What follows belongs to an exercise in optimizing a design on an open flow for small area; a production flow would make more cautious choices.
Only simulation tests tie the RTL to the original design; equivalence was not proved.

<file path="flow/run.sh">
#!/bin/bash
# synth_recipe.tcl (not shown) runs the flow's synth.tcl, then flattens the netlist and writes it again
# the make line also repeats each setting of config.mk as NAME=value (left out here)
make -C /OpenROAD-flow-scripts/flow DESIGN_CONFIG=/design/flow/config.mk WORK_HOME=/design/flow/orfs CLKGATE_MAP_FILE= SYNTH_SCRIPT=/design/flow/synth_recipe.tcl finish
</file>
<file path="flow/constraint.sdc">
create_clock -name core_clock -period 6.0 [get_ports {clk}]
set_input_delay 1.2000 -clock core_clock [delete_from_list [all_inputs] [get_ports {clk}]]
set_output_delay 1.2000 -clock core_clock [all_outputs]
set_load 0.01 [all_outputs]
</file>
<file path="flow/config.mk">
export PLATFORM = sky130hd
export DESIGN_NAME = CORDIC_top
export DESIGN_NICKNAME = CORDIC_top
export VERILOG_FILES = /design/flow/design.v
export SDC_FILE = /design/flow/constraint.sdc
export NUM_CORES = 4
export LEC_CHECK = 0
export CAP_MARGIN = 20
export CORE_MARGIN = 2
export CORE_UTILIZATION = 40
export SLEW_MARGIN = 20
</file>
<file path="flow/design.v">
module quad_logic (
    input signed [31:0] angle_in,               
    output reg signed [31:0] angle_cordic_out,  
    output reg sin_sign, cos_sign              
);
localparam signed [31:0] PI = 32'h1921FB54;            
localparam signed [31:0] PI_2 = 32'h0C90FDAA;          
localparam signed [31:0] TWO_PI = 32'h3243F6A9;        
localparam signed [31:0] THREE_PI_2 = 32'h25B2F8FE;    
reg signed [31:0] angle_norm;
always @(*) begin
    if (angle_in < 0) begin
        angle_norm = angle_in + TWO_PI;
    end
    else if (angle_in >= TWO_PI) begin
        angle_norm = angle_in - TWO_PI;
    end
    else begin
        angle_norm = angle_in;
    end
    if (angle_norm <= PI_2) begin   
        angle_cordic_out = angle_norm;
        sin_sign = 1'b0;   
        cos_sign = 1'b0;   
    end
    else if (angle_norm <= PI) begin   
        angle_cordic_out = PI - angle_norm;
        sin_sign = 1'b0;   
        cos_sign = 1'b1;   
    end
    else if (angle_norm <= THREE_PI_2) begin   
        angle_cordic_out = angle_norm - PI;
        sin_sign = 1'b1;   
        cos_sign = 1'b1;   
    end
    else begin   
        angle_cordic_out = TWO_PI - angle_norm;
        sin_sign = 1'b1;   
        cos_sign = 1'b0;   
    end
end
endmodule
module CORDIC #(parameter WIDTH = 16 , parameter ITERATIONS = 32) (
    input clk,                               
    input signed [WIDTH-1:0] x_start,        
    input signed [WIDTH-1:0] y_start,        
    input signed [31:0] angle_after_map,     
    input sin_sign, cos_sign,                
    output reg signed [WIDTH-1:0] sine,      
    output reg signed [WIDTH-1:0] cosine     
);
reg signed [31:0] x [0:ITERATIONS];
reg signed [31:0] y [0:ITERATIONS];  
reg signed [31:0] z [0:ITERATIONS];
integer i;
reg [ITERATIONS:0] sin_sign_d;
reg [ITERATIONS:0] cos_sign_d;
function signed [31:0] atan_table;
    input integer idx;
    begin
        case (idx)
             0: atan_table = 32'h06487ED5;
             1: atan_table = 32'h03B58CE1;
             2: atan_table = 32'h01F5B760;
             3: atan_table = 32'h00FEADD5;
             4: atan_table = 32'h007FD56F;
             5: atan_table = 32'h003FFAAB;
             6: atan_table = 32'h001FFF55;
             7: atan_table = 32'h000FFFEB;
             8: atan_table = 32'h0007FFFD;
             9: atan_table = 32'h00040000;
            10: atan_table = 32'h00020000;
            11: atan_table = 32'h00010000;
            12: atan_table = 32'h00008000;
            13: atan_table = 32'h00004000;
            14: atan_table = 32'h00002000;
            15: atan_table = 32'h00001000;
            16: atan_table = 32'h00000800;
            17: atan_table = 32'h00000400;
            18: atan_table = 32'h00000200;
            19: atan_table = 32'h00000100;
            20: atan_table = 32'h00000080;
            21: atan_table = 32'h00000040;
            22: atan_table = 32'h00000020;
            23: atan_table = 32'h00000010;
            24: atan_table = 32'h00000008;
            25: atan_table = 32'h00000004;
            26: atan_table = 32'h00000002;
            27: atan_table = 32'h00000001;
            28: atan_table = 32'h00000000;
            29: atan_table = 32'h00000000;
            30: atan_table = 32'h00000000;
            31: atan_table = 32'h00000000;
            default: atan_table = 32'h00000000;
        endcase
    end
endfunction
always @(posedge clk) begin
    x[0] <= {{1{x_start[WIDTH-1]}}, x_start, 15'b0};
    y[0] <= {{1{y_start[WIDTH-1]}}, y_start, 15'b0};
    z[0] <= angle_after_map;
    sin_sign_d <= {sin_sign_d[ITERATIONS-1:0], sin_sign};
    cos_sign_d <= {cos_sign_d[ITERATIONS-1:0], cos_sign};
    for (i = 0; i < ITERATIONS; i = i + 1) begin
        if (z[i][31] == 1'b1) begin      
            x[i+1] <= x[i] + (y[i] >>> i);
            y[i+1] <= y[i] - (x[i] >>> i);
            z[i+1] <= z[i] + atan_table(i);
        end
        else begin                       
            x[i+1] <= x[i] - (y[i] >>> i);
            y[i+1] <= y[i] + (x[i] >>> i);
            z[i+1] <= z[i] - atan_table(i);
        end
    end
    if (sin_sign_d[ITERATIONS]) begin
        sine <= -y[ITERATIONS][30:15];   
    end else begin
        sine <= y[ITERATIONS][30:15];
    end
    if (cos_sign_d[ITERATIONS]) begin
        cosine <= -x[ITERATIONS][30:15];
    end else begin
        cosine <= x[ITERATIONS][30:15];
    end
end
endmodule
module CORDIC_top #(parameter WIDTH = 16 , parameter ITERATIONS = 32) (
    input clk,
    input signed [WIDTH-1:0] x_start,
    input signed [WIDTH-1:0] y_start,
    input signed [31:0] angle_in,
    output signed [WIDTH-1:0] sine,
    output signed [WIDTH-1:0] cosine
);
wire signed [31:0] angle_cordic_out;
wire sin_sign, cos_sign;
quad_logic quad_logic_DUT(
    .angle_in(angle_in),
    .angle_cordic_out(angle_cordic_out),
    .sin_sign(sin_sign),
    .cos_sign(cos_sign)
);
CORDIC #(.WIDTH(WIDTH), .ITERATIONS(ITERATIONS)) CORDIC_DUT(
    .clk(clk),
    .x_start(x_start),
    .y_start(y_start),
    .angle_after_map(angle_cordic_out),
    .sin_sign(sin_sign),
    .cos_sign(cos_sign),
    .sine(sine),
    .cosine(cosine)
);
endmodule
</file>
==> run summary <==
==> final cells by class <==
cell class	count	area, um2
Antenna cell	9	22.5
Clock buffer	467	9730
Clock inverter	151	2080
Fill cell	47372	268000
Inverter	1108	4160
Multi-Input combinational cell	17965	131000
Sequential cell	2930	58700
Tap cell	6450	8070
Timing Repair Buffer	559	4490
==> metrics by stage <==
stage | utilization, % | setup WS, ns | hold slack (ns) | cell area (um2) | setup TNS (ns)
floorplan | - | 0.367 | 0.310 | 195000 | 0
global placement | 42.5 | -0.451 | 0.310 | 207000 | -9.25
detailed placement | 42.5 | -0.383 | 0.312 | 207000 | -6.78
CTS | 45.0 | 0.205 | 0.310 | 219000 | 0
global route | 45.0 | 0.0580 | 0.319 | 219000 | 0
finish | 45.0 | 0.469 | 0.304 | 219000 | 0
==> what timing repair did <==
item | CTS | global route
gates resized for setup | 0 | 7
hold buffers | 0 | 0
setup endpoints to repair | 0 | 5
==> flip-flops by register name, summed over array words and instances, names as in the netlist <==
| name | count |
|---|---|
| CORDIC_DUT.y | 968 |
| CORDIC_DUT.cosine | 16 |
| CORDIC_DUT.z | 900 |
| CORDIC_DUT.cos_sign_d | 33 |
| CORDIC_DUT.sine | 16 |
| CORDIC_DUT.x | 964 |
| CORDIC_DUT.sin_sign_d | 33 |
==> worst max path at each step <==
stage	startpoint	to	slack [ns]
after floorplan	angle_in[1]	CORDIC_DUT.z[0][16]$_DFF_P_	0.37
after global placement	angle_in[0]	CORDIC_DUT.z[0][11]$_DFF_P_	-0.45
after detailed placement	angle_in[0]	CORDIC_DUT.z[0][13]$_DFF_P_	-0.38
after CTS	CORDIC_DUT.x[18][21]$_DFF_P_	CORDIC_DUT.y[19][31]$_DFF_P_	0.21
after global routing	CORDIC_DUT.y[23][23]$_DFF_P_	CORDIC_DUT.x[24][30]$_DFF_P_	0.06
final	CORDIC_DUT.x[21][22]$_DFF_P_	CORDIC_DUT.y[22][31]$_DFF_P_	0.47
==> cell usage in the layout, fill, tap and decap left out, types with 238 or more instances in the layout <==
cell	n
xor2_1	845
nand2b_1	317
nor2_1	1880
nor3_1	673
inv_1	1091
o21bai_1	375
ha_1	2726
o21ai_0	995
a21o_1	616
xnor2_1	2192
nor2b_1	238
dfxtp_1	2918
a21oi_1	2236
clkbuf_16	345
nand2_1	1047
buf_4	459
o21a_1	443
nand3_1	573
==> routing by layer <==
| layer | share of wire, % | global-route usage [%] | routed length, um |
|---|---|---|---|
| met3 | 3.5 | 1.86 | 17300 |
| met2 | 49 | 35.0 | 239000 |
| met1 | 44 | 23.4 | 217000 |
| met5 | 0.0053 | 0 | 26 |
| met4 | 3.7 | 6.63 | 18000 |
==> cell usage after synthesis (443+ instances only) <==
cell        n
a21o_1    616
nor2_1   1880
a21oi_1  2236
o21ai_0   998
nor3_1    673
inv_1    1094
ha_1     2726
xnor2_1  2192
xor2_1    845
dfxtp_1  2930
nand2_1  1047
o21a_1    443
nand3_1   573
==> cells by family after synthesis <==
kind of cell,Yosys count,synth area share [%]
adder cells (fa/ha/maj),2811,18.3
multiplexers,137,0.747
flip-flops,2930,30.0
buffers and inverters,1408,2.73
AND/OR/NAND/NOR,5717,14.0
XOR/XNOR,3039,13.6
AO/OA/AOI/OAI,6261,20.5
==> critical path, cell delays in order, from the launching register on <==
cell and delay (ns):
dfxtp_1 0.37, inv_1 0.08, ha_1 0.15, nor3b_1 0.40, or4b_2 0.74, nand2b_1 0.20
ha_1 0.29, inv_1 0.03, o21ai_0 0.26, ha_1 0.34, a21o_1 0.17, a21oi_1 0.19
o21ai_0 0.10, a311oi_1 0.46, a21oi_1 0.21, a41oi_1 0.33, a21oi_1 0.18, a211o_1 0.29
a21oi_1 0.25, o21bai_1 0.09, a21oi_1 0.18, xnor2_1 0.13
==> metrics.md <==
| Metric | Value |
|---|---|
| Outcome | `no timing/DRC/antenna violations` |
| Inst Count DP | `29012` |
| Distinct cells, synth | `104` |
| CP Class | `reg2reg` |
| Hold path endpoint | `CORDIC_DUT.cos_sign_d[29]$_DFF_P_` |
| Top cells by area, synth | `dfxtp_1 (30%), ha_1 (17%), xnor2_1 (9.8%), a21oi_1 (5.7%), xor2_1 (3.8%)` |
| Clock Latency Late Sink | `1.01 ns` |
| Slew HR | `24.9%` |
| Non-filler cells in the finished layout | `29639` |
| Total of max-cap violations | `0` |
| PortBufs | `96` |
| Initial antenna violation count | `10` |
| Clk buf depth | `4` |
| Ports | `97` |
| Die W | `703 um` |
| Initial Util | `40.2%` |
| Sequential area share after synthesis | `30.0%` |
| Syn Nets | `25179` |
| Hold_sp | `CORDIC_DUT.cos_sign_d[28]$_DFF_P_` |
| Number of cell rows | `256` |
| Clk sinks | `2930` |
| Most used DFF post-synth | `dfxtp_1` |
| Mapped Avg Cell Area | `8.76 um2` |
| CTS tree | `yes` |
| Htree depth | `5` |
| Max Slew Vio Count | `0` |
| Largest area contributor in the netlist | `dfxtp_1` |
| FFs w/ async S/R, synth | `0%` |
| Top-area cell type share of the netlist area | `30.0%` |
| Core Area | `486000 um2` |
| Vias per inst | `5.32` |
| Finish-stage setup viols | `0` |
| FMAX | `181 MHz` |
| Crit-path max FO | `6` |
| Final clock skew | `0.0641 ns` |
| Gr ovfl total | `0` |
| 1st-iter DRT viols | `8366` |
| Routed len/inst | `16.6 um` |
| Overall routing resource usage | `19.2%` |
| Hold-critical path depth | `0` |
| First-pass GRT wire length | `786000 um` |
| Post-CTS setup repair buffer count | `0` |
| Cell depth of the worst flop-to-flop path | `21` |
| TritonCTS buffer count | `344` |
| Synthesized flop and latch total | `2930` |
| CP required | `6.92 ns` |
| DP Wirelength | `397000 um` |
| Post-synth EDFFs | `0` |
| Slew @ Worst Pin | `1.12 ns` |
| Post-Synthesis Cells | `22303` |
| R2R Path End | `CORDIC_DUT.y[22][31]$_DFF_P_` |
| RSZ-0062 raised after global routing | `false` |
| Via count | `157781` |
| Area growth syn-to-layout | `11.9%` |
| Final min period | `5.53 ns` |
| Min-Delay Path Class | `reg2reg` |
| WL final | `492000 um` |
| Die Y | `703 um` |
| Synth Warn # | `5` |
| DRC | `0` |
| Gpl congestion | `0.898` |
| Endpoints failing hold | `0` |
| Vias in the first global route | `151439` |
| Setup crit end kind | `register` |
| Share of layout cells above drive strength 1 | `5.81%` |
| Antenna viol nets, final | `0` |
| Crit share post-route | `92.2%` |
| Post-Syn Area | `195000 um2` |
| Clock transition at path regs | `0.06 ns` |
| FF-to-FF setup slack | `0.47 ns` |
| Root Driver | `clkbuf_16` |
| Reg2reg start | `CORDIC_DUT.x[21][22]$_DFF_P_` |
| Final #Nets | `25784` |
| Nature of the critical path startpoint | `register` |
| Largest net degree at the start of global routing | `61` |
| Initial DRT Pass Iterations | `5` |
| Die Area | `494000 um2` |
| Arr. time, crit path | `6.45 ns` |

## separate check: timing with driven ports
The flow's constraints put no driver on any port. The routed layout listed below was extracted and timed again, unchanged, in two steps.
Step 1, drivers: a clkbuf_16 drives clk and a buf_2 each remaining input, both assumed.
Step 2 adds t to the input delays and takes it off the output delays; t is the mean of the earliest and latest rising clock arrival at the registers after step 1. Input paths then give back, and output paths get back, about the clock's delay inside the block.
Slacks: no drivers / after step 1 / after step 2; pairs: no drivers / after step 1.
shift t [ns]: 1.084
setup slack, ns: 0.469 / 0.469 / -0.416
worst setup path after step 2: input to register
clock arrival spread, ns: 0.085 / 0.086
slew at the worst register clock pin (ns): 0.07 / 0.07
With both steps, setup timing fails in this run, where it was met with ideal ports. The setup slack of this run moves by 0.000 ns with the drivers and by -0.885 ns with both steps.
